Context: an optimization exercise on an open-source flow, tuned for small area. The choices shown serve that exercise and are no tape-out recipe. Only simulation tests tie the RTL to the original design; equivalence was not proved. No activity file was given, so power comes from the tool's default toggle rates.

Setup of run A:
// module_mini_cpu
module module_mini_cpu(
    input clk,
    input rst,               
    input power,
    input send,
    input [17:0] switches,
    output wire [7:0] data,
    output wire rs,
    output wire rw,
    output wire en,
    output wire lcd_on,
    output wire lcd_blon
);
    localparam IDLE       = 3'd1;
    localparam FETCH      = 3'd2;
    localparam DECODE     = 3'd3;
    localparam EXECUTE    = 3'd4;
    localparam UPDATE_LCD = 3'd5;
    reg [2:0] state;
    reg system_on;
    reg prev_power;
    reg prev_send;
    reg mem_reset;
    reg lcd_update_en;
    reg [17:0] ir;
    reg [21:0] acc;
    wire [2:0] op  = ir[17:15];
    wire [2:0] op0 = switches[17:15];
    wire in_decode = (state == DECODE);
    wire in_exec   = (state == EXECUTE);
    wire in_upd    = (state == UPDATE_LCD);
    wire in_last   = (state == IDLE) & lcd_update_en;
    wire [3:0] raddr = in_decode ? ((op0 == 3'b111) ? switches[14:11] : switches[10:7])
                                 : ((op == 3'b001 || op == 3'b011) ? ir[6:3] : ir[10:7]);
    wire [15:0] rdata;
    wire [21:0] A = {{6{rdata[15]}}, rdata};
    wire is_mul  = (op == 3'b101);
    wire mul0    = (op0 == 3'b101);
    wire load0   = (op0 == 3'b000);
    wire mstep   = is_mul & (in_exec | in_upd | in_last);
    wire addsub1 = in_exec & (op == 3'b001 || op == 3'b011);
    wire imm1    = in_exec & (op == 3'b010 || op == 3'b100);
    reg [2:0] bt;
    always @(*) begin
        if (in_decode)     bt = mul0 ? {2'b00, switches[5]} : load0 ? 3'b000 : 3'b001;
        else if (addsub1)  bt = 3'b001;
        else if (!mstep)   bt = 3'b000;
        else if (in_exec)  bt = ir[5:3];
        else if (in_upd)   bt = ir[3:1];
        else               bt = {ir[1:0], 1'b0};
    end
    wire b_neg = bt[2] & ~(bt[1] & bt[0]);
    wire b_one = bt[1] ^ bt[0];
  ...
For scale: roughly 1400 cells after synthesis, ~14000 µm² of cells after synthesis.
==> module memory, before the edit <==
module memory (
    input wire clk,
    input wire rst,
    input wire clr,
    input wire we,
    input wire [3:0] waddr,
    input wire [15:0] wdata,
    input wire [3:0] raddr,
    output wire [15:0] rdata
);
    reg ph;
    reg [127:0] s0;
    reg [127:0] s1;
    wire wr = we & ~clr & (waddr[0] != ph);
    always @(posedge clk) ph <= ~ph & ~rst;
    genvar j;
    generate
        for (j = 0; j < 8; j = j + 1) begin : ring
            always @(posedge clk) begin
                s1[16*j +: 16] <= s0[16*j +: 16];
                s0[16*j +: 16] <= ({16{wr & (waddr[3:1] == j)}} & wdata) | ({16{~clr & ~(wr & (waddr[3:1] == j))}} & s1[16*j +: 16]);
            end
        end
    endgenerate
    wire [3:0] pos = {raddr[3:1], raddr[0] ^ ph};
    reg [15:0] rd;
    integer k;
    always @(*) begin
        rd = 16'd0;
        for (k = 0; k < 8; k = k + 1) begin
            rd = rd | (s0[16*k +: 16] & {16{pos == 2*k}});
            rd = rd | (s1[16*k +: 16] & {16{pos == 2*k+1}});
        end
    end
    assign rdata = rd;
endmodule
==> module module_mini_cpu, before the edit <==
module module_mini_cpu(
    input clk,
    input rst,               
    input power,
    input send,
    input [17:0] switches,
    output wire [7:0] data,
    output wire rs,
    output wire rw,
    output wire en,
    output wire lcd_on,
    output wire lcd_blon
);
    localparam IDLE       = 3'd1;
    localparam FETCH      = 3'd2;
    localparam DECODE     = 3'd3;
    localparam EXECUTE    = 3'd4;
    localparam UPDATE_LCD = 3'd5;
    reg [2:0] state;
    reg system_on;
    reg prev_power;
    reg prev_send;
    reg mem_reset;
    reg lcd_update_en;
    reg [17:0] ir;
    reg [21:0] acc;
    wire [2:0] op  = ir[17:15];
    wire [2:0] op0 = switches[17:15];
    wire in_decode = (state == DECODE);
    wire in_exec   = (state == EXECUTE);
    wire in_upd    = (state == UPDATE_LCD);
    wire in_last   = (state == IDLE) & lcd_update_en;
    wire [3:0] raddr = in_decode ? ((op0 == 3'b111) ? switches[14:11] : switches[10:7])
                                 : ((op == 3'b001 || op == 3'b011) ? ir[6:3] : ir[10:7]);
    wire [15:0] rdata;
    wire [21:0] A = {{6{rdata[15]}}, rdata};
    wire is_mul  = (op == 3'b101);
    wire mul0    = (op0 == 3'b101);
    wire load0   = (op0 == 3'b000);
    wire mstep   = is_mul & (in_exec | in_upd | in_last);
    wire addsub1 = in_exec & (op == 3'b001 || op == 3'b011);
    wire imm1    = in_exec & (op == 3'b010 || op == 3'b100);
    reg [2:0] bt;
    always @(*) begin
        if (in_decode)     bt = mul0 ? {2'b00, switches[5]} : load0 ? 3'b000 : 3'b001;
        else if (addsub1)  bt = 3'b001;
        else if (!mstep)   bt = 3'b000;
        else if (in_exec)  bt = ir[5:3];
        else if (in_upd)   bt = ir[3:1];
        else               bt = {ir[1:0], 1'b0};
    end
    wire b_neg = bt[2] & ~(bt[1] & bt[0]);
    wire b_one = bt[1] ^ bt[0];
    wire b_two = (bt == 3'b011) | (bt == 3'b100);
    wire [21:0] booth = ({22{b_one}} & A) | ({22{b_two}} & {A[20:0], 1'b0});
    wire use_imm = (in_decode & load0) | imm1;
    wire [5:0] imm6 = in_decode ? switches[9:4] : ir[5:0];
    wire [21:0] ax = ({22{mstep}} & {acc[19:0], 2'b00}) | ({22{~in_decode & ~mstep}} & acc);
    wire [21:0] ay = booth | {16'd0, imm6 & {6{use_imm}}};
    wire asub = in_decode ? (load0 ? switches[10] : (mul0 & switches[6])) :
                addsub1 ? op[1] :
                imm1 ? (ir[6] ^ op[2]) :
                mstep & (ir[6] ^ b_neg);
    wire [21:0] sum;
    wire [15:0] result;
    module_alu alu_inst (.x(ax), .y(ay), .sub(asub), .sum(sum), .sat(result));
    always @(posedge clk) begin
        acc <= sum;
        if (in_decode) ir <= switches;
    end
    reg last_d;
    always @(posedge clk) last_d <= in_last;
    wire mem_we = system_on & (in_last | last_d) & ~(op[2] & op[1]);
    reg mem_reset_d;
    always @(posedge clk) mem_reset_d <= mem_reset;
    memory mem_inst (
        .clk(clk),
        .rst(rst),
        .clr(mem_reset | mem_reset_d),
        .we(mem_we),
        .waddr(ir[14:11]),
        .wdata(result),
        .raddr(raddr),
        .rdata(rdata)
    );
    lcd lcd_inst (
        .clk_50MHz(clk),
        .reset_n(system_on & ~rst),
        .display_enable(lcd_update_en),
        .opcode_last(op),
        .reg_number(ir[14:11]),
        .reg_value(result),
        .LCD_DATA(data),
        .LCD_RS(rs),
        .LCD_EN(en),
        .LCD_RW(rw),
        .LCD_ON(lcd_on)
    );
    assign lcd_blon = 1'b0;
    always @(posedge clk) begin
        if (rst) begin
            state <= IDLE;
            system_on <= 0;
            prev_power <= 1;
            prev_send <= 1;
            mem_reset <= 0;
            lcd_update_en <= 0;
        end else begin
            prev_power <= power;
            prev_send <= send;
            if (power && !prev_power) begin
                system_on <= ~system_on;
                if (!system_on) begin
                    state <= IDLE;
                    mem_reset <= 1;
                end
            end
            if (system_on) begin
                mem_reset <= 0;
                case (state)
                    IDLE: begin
                        lcd_update_en <= 0;
                        if (send && !prev_send) state <= FETCH;
                    end
                    FETCH: state <= DECODE;
                    DECODE: begin
                        if (op0 == 3'b110) mem_reset <= 1;
                        state <= EXECUTE;
                    end
                    EXECUTE: state <= UPDATE_LCD;
                    UPDATE_LCD: begin
                        lcd_update_en <= 1;
                        state <= IDLE;
                    end
                    default: state <= IDLE;
                endcase
            end
        end
    end
endmodule
clock: 20.0 ns
lec_check: 0
cap_margin: 20
core_margin: 2
core_utilization: 65
cts_buf_list: sky130_fd_sc_hd__clkbuf_8
cts_cluster_diameter: 80
cts_cluster_size: 15
place_density: 0.75
slew_margin: 20
standard.sh (not shown) runs the stock make flow with config.mk's settings and CLKGATE_MAP_FILE= SYNTH_SCRIPT=/design/flow/synth_recipe.tcl, a recipe that flattens the netlist after the stock synthesis.
==> flow/flow/run.sh <==
#!/bin/bash
# Standard ORFS layout (the standard.sh) with these changes to how the
# netlist is mapped and buffered:
#  - ABC maps the logic with an area-oriented script (abc_area.script here)
#    instead of ORFS's delay-oriented one; registers are mapped before ABC,
#    so they are the standard synthesis's, with the same names and cells.
#  - Yosys does not extract adders into full/half-adder cells (ADDER_MAP_FILE
#    empty); ABC maps that logic with the rest.
#  - port buffers use the smallest buffer cell.
# Every tool's output goes to the ORFS logs under orfs/logs and to
# standard.log in this folder.
set -euo pipefail
W=$PWD
rm -rf "$W/scripts_mod"
cp -r "$FLOW_HOME/scripts" "$W/scripts_mod"
cp "$W/flow/abc_area.script" "$W/scripts_mod/abc_area.script"
bash standard.sh SCRIPTS_DIR="$W/scripts_mod" ABC_AREA=1 ADDER_MAP_FILE= \
  "BUFFER_PORTS_ARGS=-buffer_cell sky130_fd_sc_hd__buf_1" finish > "$W/standard.log" 2>&1
==> flow/flow/abc_area.script <==
strash
&get -n
&fraig -x
&put
scorr
dc2
dretime
strash
&get -n
&dch -f
&nf -R 1000
&put
strash
&get -n
&dch -f
&nf -R 1000
&put
Edits applied to the flow inputs when going from run A to run B:
diff --git a/flow/design.v b/flow/design.v
--- a/flow/design.v
+++ b/flow/design.v
@@ -22,16 +22,17 @@
 );
     reg ph;
     reg [127:0] s0;
     reg [127:0] s1;
-    wire wr = we & ~clr & (waddr[0] != ph);
+    wire [15:0] d = clr ? 16'd0 : wdata;
+    wire wr = we & (waddr[0] != ph);
     always @(posedge clk) ph <= ~ph & ~rst;
     genvar j;
     generate
         for (j = 0; j < 8; j = j + 1) begin : ring
             always @(posedge clk) begin
                 s1[16*j +: 16] <= s0[16*j +: 16];
-                s0[16*j +: 16] <= ({16{wr & (waddr[3:1] == j)}} & wdata) | ({16{~clr & ~(wr & (waddr[3:1] == j))}} & s1[16*j +: 16]);
+                s0[16*j +: 16] <= (clr | (wr & (waddr[3:1] == j))) ? d : s1[16*j +: 16];
             end
         end
     endgenerate
     wire [3:0] pos = {raddr[3:1], raddr[0] ^ ph};
@@ -297,9 +298,9 @@
     wire addsub1 = in_exec & (op == 3'b001 || op == 3'b011);
     wire imm1    = in_exec & (op == 3'b010 || op == 3'b100);
     reg [2:0] bt;
     always @(*) begin
-        if (in_decode)     bt = mul0 ? {2'b00, switches[5]} : load0 ? 3'b000 : 3'b001;
+        if (in_decode)     bt = mul0 ? {2'b00, switches[5]} : 3'b001;
         else if (addsub1)  bt = 3'b001;
         else if (!mstep)   bt = 3'b000;
         else if (in_exec)  bt = ir[5:3];
         else if (in_upd)   bt = ir[3:1];
@@ -307,13 +308,13 @@
     end
     wire b_neg = bt[2] & ~(bt[1] & bt[0]);
     wire b_one = bt[1] ^ bt[0];
     wire b_two = (bt == 3'b011) | (bt == 3'b100);
-    wire [21:0] booth = ({22{b_one}} & A) | ({22{b_two}} & {A[20:0], 1'b0});
+    wire [21:0] booth = b_one ? A : b_two ? {A[20:0], 1'b0} : 22'd0;
     wire use_imm = (in_decode & load0) | imm1;
     wire [5:0] imm6 = in_decode ? switches[9:4] : ir[5:0];
-    wire [21:0] ax = ({22{mstep}} & {acc[19:0], 2'b00}) | ({22{~in_decode & ~mstep}} & acc);
-    wire [21:0] ay = booth | {16'd0, imm6 & {6{use_imm}}};
+    wire [21:0] ax = in_decode ? 22'd0 : mstep ? {acc[19:0], 2'b00} : acc;
+    wire [21:0] ay = use_imm ? {16'd0, imm6} : booth;
     wire asub = in_decode ? (load0 ? switches[10] : (mul0 & switches[6])) :
                 addsub1 ? op[1] :
                 imm1 ? (ir[6] ^ op[2]) :
                 mstep & (ir[6] ^ b_neg);
==> comparison <==
Share of total power consumed by net switching: run B lower than run A
Run B: worst hold slack is 0.0061 ns higher than what run A reported.
In run B the share of the clock period used by the worst path after layout turned out 8.2 points lower than in run A.
Total wire length after detailed routing, run B and run A, higher one = run A.
Run B vs. run A: number of standard-cell rows in the floorplan saw little to no change; clock distribution area overhead in the final layout shows a reduction of 0.18 points; per-cell via count in the routed design now sits higher.
Lower final cell count among run B and run A: run A
The clock power share number comes out lower for run A vs run B.

-- static timing again, ports no longer ideal --
In the flow no input, the clock included, has a driving cell. The finished layouts below were timed again as built, in two steps.
Step 1 assumes that a clkbuf_16 drives the clock port and a buf_2 every other input.
Step 2 times the ports against the registers' clock, not the clock port: input delays grow and output delays shrink by t, the midpoint of the rising clock arrivals with the driver on.
a / b / c = ideal / step 1 / step 2; a / b = the first two.
run | shift t [ns] | setup WS [ns] | hold slack, ns | latest minus earliest clock arrival (ns) | worst register clock-pin slew, ns
run A | 0.669 | 5.545 / 5.566 / 4.897 | 0.330 / 0.330 / 0.330 | 0.039 / 0.039 | 0.11 / 0.11
run B | 0.653 | 7.177 / 7.197 / 6.545 | 0.336 / 0.336 / 0.336 | 0.025 / 0.025 | 0.11 / 0.11
After both steps every run listed still meets setup and hold. For run A, which loses most, drivers alone change the setup slack by +0.021 ns; drivers and shift together by -0.648 ns.
